This is an optimization exercise on Yosys and OpenROAD, whose aim is small area and a short achievable clock period, not a production implementation. In this exercise RTL edits were held to simulation tests only and were not proved equivalent to the original. No driver is modelled on the clock port, so clock power and skew are understated where the tree is cut down; a real chip needs a root buffer or a tree. Power is estimated from default activity; no workload was simulated.

==> flow/design.v (outline; a module is shown in full before it is edited, if it fits) <==
// module csa_fa: 7 lines
// module g_xor2: 3 lines
// module g_xnor2: 3 lines
// module g_maj3: 3 lines
// module g_or2: 3 lines
// module csa_ffa: 9 lines
// module csa_han: 7 lines
// module mini_cnn: 988 lines
module mini_cnn (
    input         clk,
    input         reset,
    input  [7:0]  pxl_in,
    input  [7:0]  k00, k01, k02,
    input  [7:0]  k10, k11, k12,
    input  [7:0]  k20, k21, k22,
    input  [15:0] w0, w1, w2, w3,
    input  [15:0] bias,
    output [15:0] pool_out,
    output [15:0] fc_out,
    output reg    out_valid
);
  // ...
==> flow/flow/run.sh <==
#!/bin/bash
# The standard ORFS layout with these changes:
#  - port buffers are the smallest buffer (buf_1),
#  - clock tree synthesis without dummy loads,
#  - after clock tree synthesis the tree's root buffer is removed, so the clock
#    port drives the tree's first-level buffers directly (flow/noroot.tcl), and
#    each of these is split in two, so that the port drives four buffers, each
#    driving the nearer half of the leaf buffers (flow/split.tcl),
#  - the multiplier operand flops get drive strength 2 (flow/upsize.tcl),
#  - the output port buffers get drive strength 2 (flow/outbuf.tcl).
# Each tool's output goes to its own log here.
set -uo pipefail
bash standard.sh synth > synth.log 2>&1 || exit 1
CTS="-sink_clustering_enable -repair_clock_nets -sink_clustering_size 30 -sink_clustering_max_diameter 60"
CTS="$CTS -buf_list {sky130_fd_sc_hd__clkbuf_8 sky130_fd_sc_hd__clkbuf_16} -dont_use_dummy_load"
bash standard.sh "BUFFER_PORTS_ARGS=-buffer_cell sky130_fd_sc_hd__buf_1" \
  "CTS_ARGS=$CTS" "POST_CTS_TCL=$PWD/flow/post_cts.tcl" finish > layout.log 2>&1 || exit 1
==> flow/flow/noroot.tcl <==
# Drop the clock tree's root buffer: the clock port then drives the tree's
# first-level buffers (two of them) directly.
set block [ord::get_db_block]
set clk [[$block findBTerm clk] getNet]
set roots {}
foreach it [$clk getITerms] { if {[$it isInputSignal]} { lappend roots [$it getInst] } }
if {[llength $roots] == 1} {
  set root [lindex $roots 0]
  set rn [[$root findITerm X] getNet]
  set loads {}
  foreach it [$rn getITerms] { if {[$it isInputSignal]} { lappend loads $it } }
  if {[llength $loads] <= 4} {
    foreach it $loads { $it disconnect; $it connect $clk }
    [$root findITerm A] disconnect
    odb::dbInst_destroy $root
    odb::dbNet_destroy $rn
    puts "noroot: removed [$root getName], clock port now drives [llength $loads] buffers"
  }
}
==> flow/flow/outbuf.tcl <==
# Output port buffers: drive strength 2.
set n 0
foreach bt [[ord::get_db_block] getBTerms] {
  if {[$bt getIoType] ne "OUTPUT"} continue
  set net [$bt getNet]
  foreach it [$net getITerms] {
    if {[$it isOutputSignal] && [[[$it getInst] getMaster] getName] eq "sky130_fd_sc_hd__buf_1"} {
      replace_cell [get_cells [[$it getInst] getName]] sky130_fd_sc_hd__buf_2
      incr n
    }
  }
}
puts "outbuf: $n output buffers to buf_2"
if {$n > 0} { detailed_placement; estimate_parasitics -placement }
==> flow/flow/post_cts.tcl <==
# Run after clock tree synthesis (ORFS POST_CTS_TCL hook).
set here [file dirname [info script]]
source $here/noroot.tcl
source $here/split.tcl
source $here/upsize.tcl
source $here/outbuf.tcl
==> flow/flow/split.tcl <==
set block [ord::get_db_block]
set clk [[$block findBTerm clk] getNet]
set mids {}
foreach it [$clk getITerms] { if {[$it isInputSignal]} { lappend mids [$it getInst] } }
if {[llength $mids] == 2} {
  set made 0
  foreach m $mids {
    set out [[$m findITerm X] getNet]
    set loads {}
    foreach it [$out getITerms] { if {[$it isInputSignal]} { lappend loads $it } }
    if {[llength $loads] < 4} continue
    set xs {}; set ys {}
    foreach it $loads { lassign [[$it getInst] getLocation] x y; lappend xs $x; lappend ys $y }
    set sx [expr {[tcl::mathfunc::max {*}$xs] - [tcl::mathfunc::min {*}$xs]}]
    set sy [expr {[tcl::mathfunc::max {*}$ys] - [tcl::mathfunc::min {*}$ys]}]
    set idx [expr {$sx >= $sy ? 0 : 1}]
    set keyed {}
    foreach it $loads { lappend keyed [list [lindex [[$it getInst] getLocation] $idx] $it] }
    set keyed [lsort -integer -index 0 $keyed]
    set half [expr {[llength $keyed] / 2}]
    set first [lrange $keyed 0 [expr {$half - 1}]]
    set second [lrange $keyed $half end]
    set name "[$m getName]_split"
    set nb [odb::dbInst_create $block [$m getMaster] $name]
    set nn [odb::dbNet_create $block "${name}_net"]
    $nn setSigType CLOCK
    [$nb findITerm A] connect $clk
    [$nb findITerm X] connect $nn
    set cx 0; set cy 0
    foreach e $second { set it [lindex $e 1]; $it disconnect; $it connect $nn
      lassign [[$it getInst] getLocation] x y; set cx [expr {$cx + $x}]; set cy [expr {$cy + $y}] }
    set n2 [llength $second]
    $nb setLocation [expr {$cx / $n2}] [expr {$cy / $n2}]
    $nb setPlacementStatus PLACED
    set cx 0; set cy 0
    foreach e $first { lassign [[[lindex $e 1] getInst] getLocation] x y; set cx [expr {$cx + $x}]; set cy [expr {$cy + $y}] }
    set n1 [llength $first]
    $m setLocation [expr {$cx / $n1}] [expr {$cy / $n1}]
    incr made
  }
  if {$made} {
    global_connect
    detailed_placement
    estimate_parasitics -placement
  }
  puts "split: clock port now drives [expr {2 + $made}] buffers"
}
==> flow/flow/upsize.tcl <==
set n 0
foreach c [get_cells -quiet {pa* ka*}] {
  if {[get_property [get_lib_cells -of_objects $c] name] eq "sky130_fd_sc_hd__dfxtp_1"} {
    replace_cell $c sky130_fd_sc_hd__dfxtp_2
    incr n
  }
}
puts "upsize: $n stage-A flops to dfxtp_2"
if {$n > 0} {
  detailed_placement
  estimate_parasitics -placement
}
==> flow/standard.sh <==
#!/bin/bash
# synth_recipe.tcl (not shown) runs the flow's synth.tcl, then flattens the netlist and writes it again
# the make line also repeats each setting of config.mk as NAME=value (left out here)
make -C /OpenROAD-flow-scripts/flow DESIGN_CONFIG=/design/flow/config.mk WORK_HOME=/design/flow/orfs CLKGATE_MAP_FILE= SYNTH_SCRIPT=/design/flow/synth_recipe.tcl "${@:-finish}"
==> flow/config.mk <==
export PLATFORM = sky130hd
export DESIGN_NAME = mini_cnn
export DESIGN_NICKNAME = mini_cnn
export VERILOG_FILES = /design/flow/design.v
export SDC_FILE = /design/flow/constraint.sdc
export NUM_CORES = 4
export LEC_CHECK = 0
export CAP_MARGIN = 50
export CORE_MARGIN = 2
export CORE_UTILIZATION = 65
export CTS_BUF_LIST = sky130_fd_sc_hd__clkbuf_8 sky130_fd_sc_hd__clkbuf_16
export CTS_CLUSTER_DIAMETER = 60
export CTS_CLUSTER_SIZE = 30
export SLEW_MARGIN = 70
export SYNTH_HIERARCHICAL = 1
export SYNTH_MINIMUM_KEEP_SIZE = 0
==> flow/constraint.sdc <==
create_clock -name core_clock -period 13.0 [get_ports {clk}]
set_input_delay 2.6000 -clock core_clock [delete_from_list [all_inputs] [get_ports {clk}]]
set_output_delay 2.6000 -clock core_clock [all_outputs]
set_load 0.01 [all_outputs]
==> results_dict.tcl, run 1 <==
set metrics [dict create \
    largest_register "sr" \
    syn_nets 2089 \
    setup_viol 0 \
    fin_setup_tns_ns 0 \
    cts.clk_slew.worst_paths_ns 0.09 \
    critical_path.n_buffers_inverters 1 \
    portBuffers 193 \
    first_iter_violations 1120 \
    clkSinkCount 319 \
    whs_ns 0.2603 \
    wire_per_inst_um 19.17 \
    slowest_delay_ns 0.44 \
    total_leakage_power_nw 7.528 \
    crit_family "flip-flops" \
    total_power_mw 5.386 \
    design_area_mm2 0.01987 \
    ys_warn_count 8 \
    worstSkewPairLatency_ns 0.34 \
    reg2reg_slack_ns 9.60 \
    antenna_found_initial 1 \
    place_hpwl_mm 33.52 \
    status "finished clean" \
    inverters 52 \
    multi_input_area_mm2 0.01102 \
    multi_input_cells 1283 \
    placedInstanceArea_mm2 0.01910 \
    n_tap_cell 372 \
    seq_area_mm2 0.006656 \
    layout_common_cells "nand2_1, dfxtp_1, xor2_1" \
    p_comb_mw 3.39 \
]
==> run 2, diff against run 1 <==
--- a/flow/design.v
+++ b/flow/design.v
@@ -763,46 +763,59 @@
             5'd22: begin ld = 1'b1; widx = 2'd3; end
             5'd0: begin ld = 1'b1; widx = 2'd0; end
             5'd3: begin ld = 1'b1; widx = 2'd1; end
             5'd6: begin ld = 1'b1; widx = 2'd2; end
             5'd9: begin ld = 1'b1; widx = 2'd3; end
             default: begin ld = 1'b0; widx = 2'd0; end
         endcase
     end
-    reg [5:0] wdig;    
+    reg [11:0] dsel;   
     always @(*) begin
+        dsel = 12'd0;
         case (ph)
-            5'd13: wdig = {1'b0, w0[4:0]};
-            5'd14: wdig = {1'b0, w0[9:5]};
-            5'd15: wdig = w0[15:10];
-            5'd16: wdig = {1'b0, w1[4:0]};
-            5'd17: wdig = {1'b0, w1[9:5]};
-            5'd18: wdig = w1[15:10];
-            5'd19: wdig = {1'b0, w2[4:0]};
-            5'd20: wdig = {1'b0, w2[9:5]};
-            5'd21: wdig = w2[15:10];
-            5'd22: wdig = {1'b0, w3[4:0]};
-            5'd23: wdig = {1'b0, w3[9:5]};
-            5'd24: wdig = w3[15:10];
-            5'd0: wdig = {1'b0, w0[4:0]};
-            5'd1: wdig = {1'b0, w0[9:5]};
-            5'd2: wdig = w0[15:10];
-            5'd3: wdig = {1'b0, w1[4:0]};
-            5'd4: wdig = {1'b0, w1[9:5]};
-            5'd5: wdig = w1[15:10];
-            5'd6: wdig = {1'b0, w2[4:0]};
-            5'd7: wdig = {1'b0, w2[9:5]};
-            5'd8: wdig = w2[15:10];
-            5'd9: wdig = {1'b0, w3[4:0]};
-            5'd10: wdig = {1'b0, w3[9:5]};
-            5'd11: wdig = w3[15:10];
-            default: wdig = 6'd0;
+            5'd13: dsel[0] = 1'b1;
+            5'd14: dsel[1] = 1'b1;
+            5'd15: dsel[2] = 1'b1;
+            5'd16: dsel[3] = 1'b1;
+            5'd17: dsel[4] = 1'b1;
+            5'd18: dsel[5] = 1'b1;
+            5'd19: dsel[6] = 1'b1;
+            5'd20: dsel[7] = 1'b1;
+            5'd21: dsel[8] = 1'b1;
+            5'd22: dsel[9] = 1'b1;
+            5'd23: dsel[10] = 1'b1;
+            5'd24: dsel[11] = 1'b1;
+            5'd0: dsel[0] = 1'b1;
+            5'd1: dsel[1] = 1'b1;
+            5'd2: dsel[2] = 1'b1;
+            5'd3: dsel[3] = 1'b1;
+            5'd4: dsel[4] = 1'b1;
+            5'd5: dsel[5] = 1'b1;
+            5'd6: dsel[6] = 1'b1;
+            5'd7: dsel[7] = 1'b1;
+            5'd8: dsel[8] = 1'b1;
+            5'd9: dsel[9] = 1'b1;
+            5'd10: dsel[10] = 1'b1;
+            5'd11: dsel[11] = 1'b1;
+            default: ;
         endcase
     end
+    wire [5:0] wdig = ({6{dsel[0]}} & {1'b0, w0[4:0]})
+        | ({6{dsel[1]}} & {1'b0, w0[9:5]})
+        | ({6{dsel[2]}} & w0[15:10])
+        | ({6{dsel[3]}} & {1'b0, w1[4:0]})
+        | ({6{dsel[4]}} & {1'b0, w1[9:5]})
+        | ({6{dsel[5]}} & w1[15:10])
+        | ({6{dsel[6]}} & {1'b0, w2[4:0]})
+        | ({6{dsel[7]}} & {1'b0, w2[9:5]})
+        | ({6{dsel[8]}} & w2[15:10])
+        | ({6{dsel[9]}} & {1'b0, w3[4:0]})
+        | ({6{dsel[10]}} & {1'b0, w3[9:5]})
+        | ({6{dsel[11]}} & w3[15:10]);
     reg [15:0] dsh;    
     reg [5:0] wd;      
     always @(posedge clk) begin
         dsh <= ld ? {1'b0, relu} : {dsh[10:0], 5'd0};
         wd  <= wdig;
     end
     reg grp_first0, grp_first1;     
     always @(posedge clk) begin
==> flow/flow/run.sh (replaced) <==
#!/bin/bash
# The standard ORFS layout with these changes:
#  - port buffers are the smallest buffer (buf_1),
#  - clock tree synthesis with clkbuf_8 buffers, clusters of at most 16 sinks,
#    and without dummy loads,
#  - after clock tree synthesis the tree's root buffer is removed, so the clock
#    port drives the tree's first-level buffers directly (flow/noroot.tcl), and
#    if there are two of them, each is split in two, so that the port drives
#    four buffers, each driving the nearer half of the leaf buffers; these
#    first-level buffers are then clkbuf_16 (flow/split.tcl),
#  - the multiplier operand flops get drive strength 2 (flow/upsize.tcl),
#  - the output port buffers get drive strength 2 (flow/outbuf.tcl).
# Each tool's output goes to its own log here.
set -uo pipefail
bash standard.sh synth > synth.log 2>&1 || exit 1
CTS="-sink_clustering_enable -repair_clock_nets -sink_clustering_size 16 -sink_clustering_max_diameter 50"
CTS="$CTS -buf_list {sky130_fd_sc_hd__clkbuf_8} -dont_use_dummy_load"
bash standard.sh "BUFFER_PORTS_ARGS=-buffer_cell sky130_fd_sc_hd__buf_1" \
  "CTS_ARGS=$CTS" "POST_CTS_TCL=$PWD/flow/post_cts.tcl" finish > layout.log 2>&1 || exit 1
--- a/flow/flow/split.tcl
+++ b/flow/flow/split.tcl
@@ -40,8 +40,20 @@
   }
   if {$made} {
     global_connect
     detailed_placement
     estimate_parasitics -placement
   }
   puts "split: clock port now drives [expr {2 + $made}] buffers"
 }
+
+# The buffers the clock port drives get the largest clock buffer.
+set clk [[[ord::get_db_block] findBTerm clk] getNet]
+set up 0
+foreach it [$clk getITerms] {
+  if {[$it isInputSignal] && [[[$it getInst] getMaster] getName] ne "sky130_fd_sc_hd__clkbuf_16"} {
+    replace_cell [get_cells [[$it getInst] getName]] sky130_fd_sc_hd__clkbuf_16
+    incr up
+  }
+}
+if {$up} { detailed_placement; estimate_parasitics -placement }
+puts "split: $up first-level clock buffers to clkbuf_16"
==> run 2 against run 1 <==
- core utilization decreased by 1.9 points
- combinational power about the same
- die area increased by 0.56%
- register-to-register slack got worse by 0.13 ns
- worst hold slack improved by 0.040 ns
- final cell count increased by 0.93%
- highest routed layer unchanged
- wire length decreased by 1.8%
- largest cell class unchanged
- area after synthesis increased by 0.58%
- design area decreased by 0.67%
- synthesized cell count increased by 1.2%
- first-iteration DRC count decreased by 2.1%
- still clean on timing, DRC and antenna
- clock power decreased by 19%
==> results_dict.tcl, run 2 <==
set metrics [dict create \
    first_global_vias 12940 \
    dr.pass1.iters 8 \
    p_per_area_mw_per_mm2 266.0 \
    coreArea_mm2 0.02763 \
    final_common_cell "nand2_1" \
    wire_per_inst_um 18.65 \
    fin_setup_tns_ns 0 \
    viasPerCell 5.771 \
    reg2reg_slack_ns 9.47 \
    fp-row-count 61 \
    dp_cells 2252 \
    drive_above_1_share_pct 16.00 \
    antenna_found_initial 2 \
    crit_chain "buf_2" \
    fin_worst_skew_ns 0.05289 \
    syn_inst 1765 \
    worstSkewPairLatency_ns 0.33 \
    drcViolationCount 0 \
    finalNetCount 2253 \
    clkSinkCount 319 \
    total_leakage_power_nw 7.391 \
    cp_slowest_cell "edfxtp_1" \
    drtAntennaViolNets 0 \
    portBuffers 193 \
    drv_slew 0 \
    ios 195 \
    setup_viol 0 \
    timing_hold_violations_final 0 \
    status "finished clean" \
    critPathArrivalTime_ns 0.94 \
    largest_register "sr" \
    track_usage_pct 29.12 \
    hold_class "register to register" \
    initial_core_util_pct 65.56 \
    syn_area_mm2 0.01811 \
    critical_path.n_buffers_inverters 1 \
    gp_congestion 0.9314 \
    die_h_um 170.9 \
    stdcell_count 2286 \
    rsz0062_at_grt "false" \
    areaGrowthSynthToFinish_pct 8.959 \
    ir_drop_mv 0.1478 \
    chipWidth_um 170.9 \
    largest_register_ffs 160 \
    grt_max_degree 34 \
    worstPathRequired_ns 10.40 \
    fin_crit_sh_pct 27.26 \
    worstPathMaxFanout 2 \
    layout_common_cells "nand2_1, dfxtp_1, xor2_1" \
    maxCapViolCount 0 \
    ys_warn_count 8 \
    nFillCells 2120 \
    synth.avg_cell_area_um2 10.26 \
    path_class "register to output pin" \
    fin_crit_ns 3.544 \
    cts.clk_slew.worst_paths_ns 0.09 \
    grt_pass1_wl_mm 66.35 \
    syn_nets 2110 \
    die_area_mm2 0.02922 \
    crit_family "flip-flops" \
    crit_path_start_kind "register" \
    fmax_ghz 0.2822 \
    drt_wl_total_mm 42.63 \
    first_iter_violations 1096 \
    grt-ovfl-total 0 \
    place_hpwl_mm 33.08 \
    vias 13190 \
    slowest_delay_ns 0.45 \
    critPathCaptureType "output pin" \
]
## run 2: cell types whose count changed in the layout (fill, tap and decap cells not counted), sizes merged, moves of 7 or more
cell	change
a21oi	+15
buf	-10
nor2	-8
mux2i	-7
## run 2: stage by stage
step | hold slack (ns) | total power [mW] | util (%) | cell area (um^2) | setup WS, ns
after floorplan | 0.3096 | 4.075 | - | 18110 | 9.545
after global placement | 0.3104 | 4.565 | 68.83 | 19020 | 9.396
after detailed placement | 0.3147 | 4.699 | 69.27 | 19140 | 9.453
after global routing | 0.2745 | 5.714 | 71.44 | 19740 | 9.244
final | 0.3004 | 5.250 | 71.44 | 19740 | 9.456
## run 2: per-layer routing
metal / vias up / track usage (%) / routed length (um)
met5: - / 0 / 0
met4: 0 / 9.690 / 1206
met3: 92 / 4.811 / 2943
met2: 526 / 50.48 / 20570
li1: 6245 / - / -
met1: 6330 / 37.17 / 17910
## run 2: power by group
group | internal, mW | switching [mW]
Sequential | 1.20 | 0.119
Combinational | 1.56 | 1.83
Clock | 0.248 | 0.293
## run 2: final cells by class, without the clock buffers
class	count	area, um^2	area share [%]
repair buffers	202	835.8	4.235
diodes	2	5.005	0.02536
multi-input cells	1295	11060	56.04
inverters	58	217.7	1.103
flip-flops and latches	319	6659	33.74
plain buffers	2	50.05	0.2536
well taps	378	473.0	2.396
## run 2: worst paths after layout
| kind | startpoint | endpoint | depth (start not counted) |
|---|---|---|---|
| worst max-delay path | register | pool_out[0] | 1 |
| worst min-delay path | sr[14][6]$_DFF_P_ | sr[15][6]$_DFF_P_ | 0 |
| worst max register to register | dsh[3]$_SDFF_PP0_ | acc_fc[14]$_DFF_P_ | 11 |
| worst min register to register | sr[14][6]$_DFF_P_ | sr[15][6]$_DFF_P_ | 0 |
| max in group asynchronous | reset | ph[4]$_DFF_PP1_ | 2 |
| min in group asynchronous | reset | ph[0]$_DFF_PP0_ | 2 |
==> run 3, diff against run 2 <==
--- a/flow/config.mk
+++ b/flow/config.mk
@@ -7,7 +7,7 @@
 export LEC_CHECK = 0
 export CAP_MARGIN = 50
 export CORE_MARGIN = 2
-export CORE_UTILIZATION = 65
+export CORE_UTILIZATION = 80
 export CTS_BUF_LIST = sky130_fd_sc_hd__clkbuf_8 sky130_fd_sc_hd__clkbuf_16
 export CTS_CLUSTER_DIAMETER = 60
 export CTS_CLUSTER_SIZE = 30
==> run 3 against run 2 <==
- largest cell class unchanged
- wire length increased by 15%
- register-to-register slack got worse by 0.10 ns
- largest power group unchanged
- sequential cell count unchanged
- first-iteration DRC count increased by 38%
- still clean on timing, DRC and antenna
==> results_dict.tcl, run 3 <==
set metrics [dict create \
    status "finished clean" \
    drv_slew 0 \
    fin_worst_skew_ns 0.05712 \
    grt_max_degree 34 \
    total_power_mw 5.466 \
    globalRouteMet3Util_pct 11.91 \
    track_usage_pct 41.52 \
    chipWidth_um 154.5 \
    fin_crit_sh_pct 27.92 \
    syn_nets 2110 \
    fin_setup_tns_ns 0 \
    first_iter_violations 1517 \
    rsz0062_at_grt "false" \
    drive_above_1_share_pct 16.05 \
    setup_viol 0 \
    multi_input_area_mm2 0.01108 \
    grtUsageMet1_pct 45.76 \
    dr.pass1.iters 9 \
    total_leakage_power_nw 7.407 \
    fin_crit_ns 3.630 \
    cts.clk_slew.worst_paths_ns 0.10 \
    die_area_mm2 0.02386 \
    grt_pass1_wl_mm 76.65 \
    place_hpwl_mm 36.45 \
    place_ws_ns 9.372 \
    critPathArrivalTime_ns 3.87 \
    ir_drop_mv 0.2413 \
    drtAntennaViolNets 0 \
    p_per_area_mw_per_mm2 278.3 \
    worstPathMaxFanout 8 \
    wire_per_inst_um 22.44 \
    hold_class "register to register" \
    whs_ns 0.3257 \
    viasPerCell 6.462 \
    timing_hold_violations_final 0 \
    initial_core_util_pct 80.75 \
    critPathCaptureType "register" \
    stdcell_count 2193 \
    die_h_um 154.5 \
    largest_register "sr" \
    reg2reg_slack_ns 9.37 \
    drcViolationCount 0 \
    worst_slack_ns 9.370 \
    dp_cells 2160 \
    areaGrowthSynthToFinish_pct 8.426 \
    maxCapViolCount 0 \
    synth.avg_cell_area_um2 10.26 \
    worstPathRequired_ns 13.24 \
    design_area_mm2 0.01964 \
    clkSinkCount 319 \
    layout_common_cells "nand2_1, dfxtp_1, xor2_1" \
    vias 14170 \
    gp_congestion 0.9607 \
    met2_usage_pct 71.58 \
    final_common_cell "nand2_1" \
    largest_register_ffs 160 \
    syn_area_mm2 0.01811 \
    portBuffers 193 \
    nFillCells 1122 \
    fin_util_pct 87.55 \
    first_global_vias 14940 \
    grt-ovfl-total 0 \
    coreArea_mm2 0.02243 \
    antenna_found_initial 2 \
    fmax_ghz 0.2755 \
    worstSkewPairLatency_ns 0.33 \
    top_usage_layer "met2" \
    crit_path_start_kind "register" \
    finalNetCount 2254 \
    drt_wl_total_mm 49.20 \
    syn_inst 1765 \
    ios 195 \
    path_class "register to register" \
    seq_area_mm2 0.006659 \
    ys_warn_count 8 \
    fp-row-count 55 \
    placedInstanceArea_mm2 0.01900 \
]
==> run 3: final cells by class, without the clock buffers <==
class	count	share of cell area, %
Multi-Input combinational cell	1295	56.43
Tap cell	285	1.816
Buffer	2	0.2548
Sequential cell	319	33.90
Timing Repair Buffer	203	4.255
Inverter	58	1.108
Antenna cell	1	0.01274
==> run 3: worst max-delay path: stages (launching register included) <==
cell and delay (ns):
dfxtp_1 0.55, nand2_1 0.14, xnor2_1 0.27, fa_1 0.51, maj3_2 0.34, ha_1 0.37
and3_1 0.18, a221o_2 0.40, a2111oi_4 0.36, o31ai_2 0.12, a21oi_2 0.15, xor2_1 0.16
==> run 3: where the power goes <==
part	switching, mW	total, mW	internal, mW
Sequential	0.136	1.34	1.20
Clock	0.297	0.545	0.248
Combinational	2.00	3.58	1.58
==> run 3: routing by layer <==
layer  wire (um)  share of wire (%)  up-vias
met5          11              0.022        -
met4        3191                6.5        2
met3        5033                 10      282
met2       23870                 49      935
met1       17100                 35     6703
li1            -                  -     6250
==> run 3: path summary, 6_finish.rpt <==
kind,start,end,cells past startpoint
max,dsh[0]$_SDFF_PP0_,acc_fc[14]$_DFF_P_,11
max in group asynchronous,reset,ph[4]$_DFF_PP1_,2
min in group asynchronous,reset,out_valid$_DFF_PP0_,2
min reg2reg,sr[2][2]$_DFF_P_,sr[3][2]$_DFF_P_,0
max reg2reg,dsh[0]$_SDFF_PP0_,acc_fc[14]$_DFF_P_,11
min,sr[2][2]$_DFF_P_,sr[3][2]$_DFF_P_,0

what the ideal ports hide:
In the flow no input, the clock included, has a driving cell. The finished layouts below were timed again as built, in two steps. Step 1 sets driving cells, clkbuf_16 on the clock port and buf_2 on the other inputs (assumed; they add their load-dependent delay and slew). Step 2, shift: input delay + t, output delay - t, t = (earliest + latest rising clock arrival at the registers) / 2. This alone moves slack from input paths to output paths. Three values: ideal ports, drivers, drivers and shift; two values: the first two.
run	shift t [ns]	setup WS [ns]	worst setup path after step 2	pins driven straight from the clock port
run 1	0.422	9.480 / 9.368 / 9.170	input to register	4
run 2	0.407	9.456 / 9.351 / 9.403	input to register	4
run 3	0.412	9.370 / 9.263 / 9.330	input to register	4
After both steps every run listed still meets setup and hold. For run 1, which loses most, drivers alone change the setup slack by -0.112 ns; drivers and shift together by -0.310 ns.
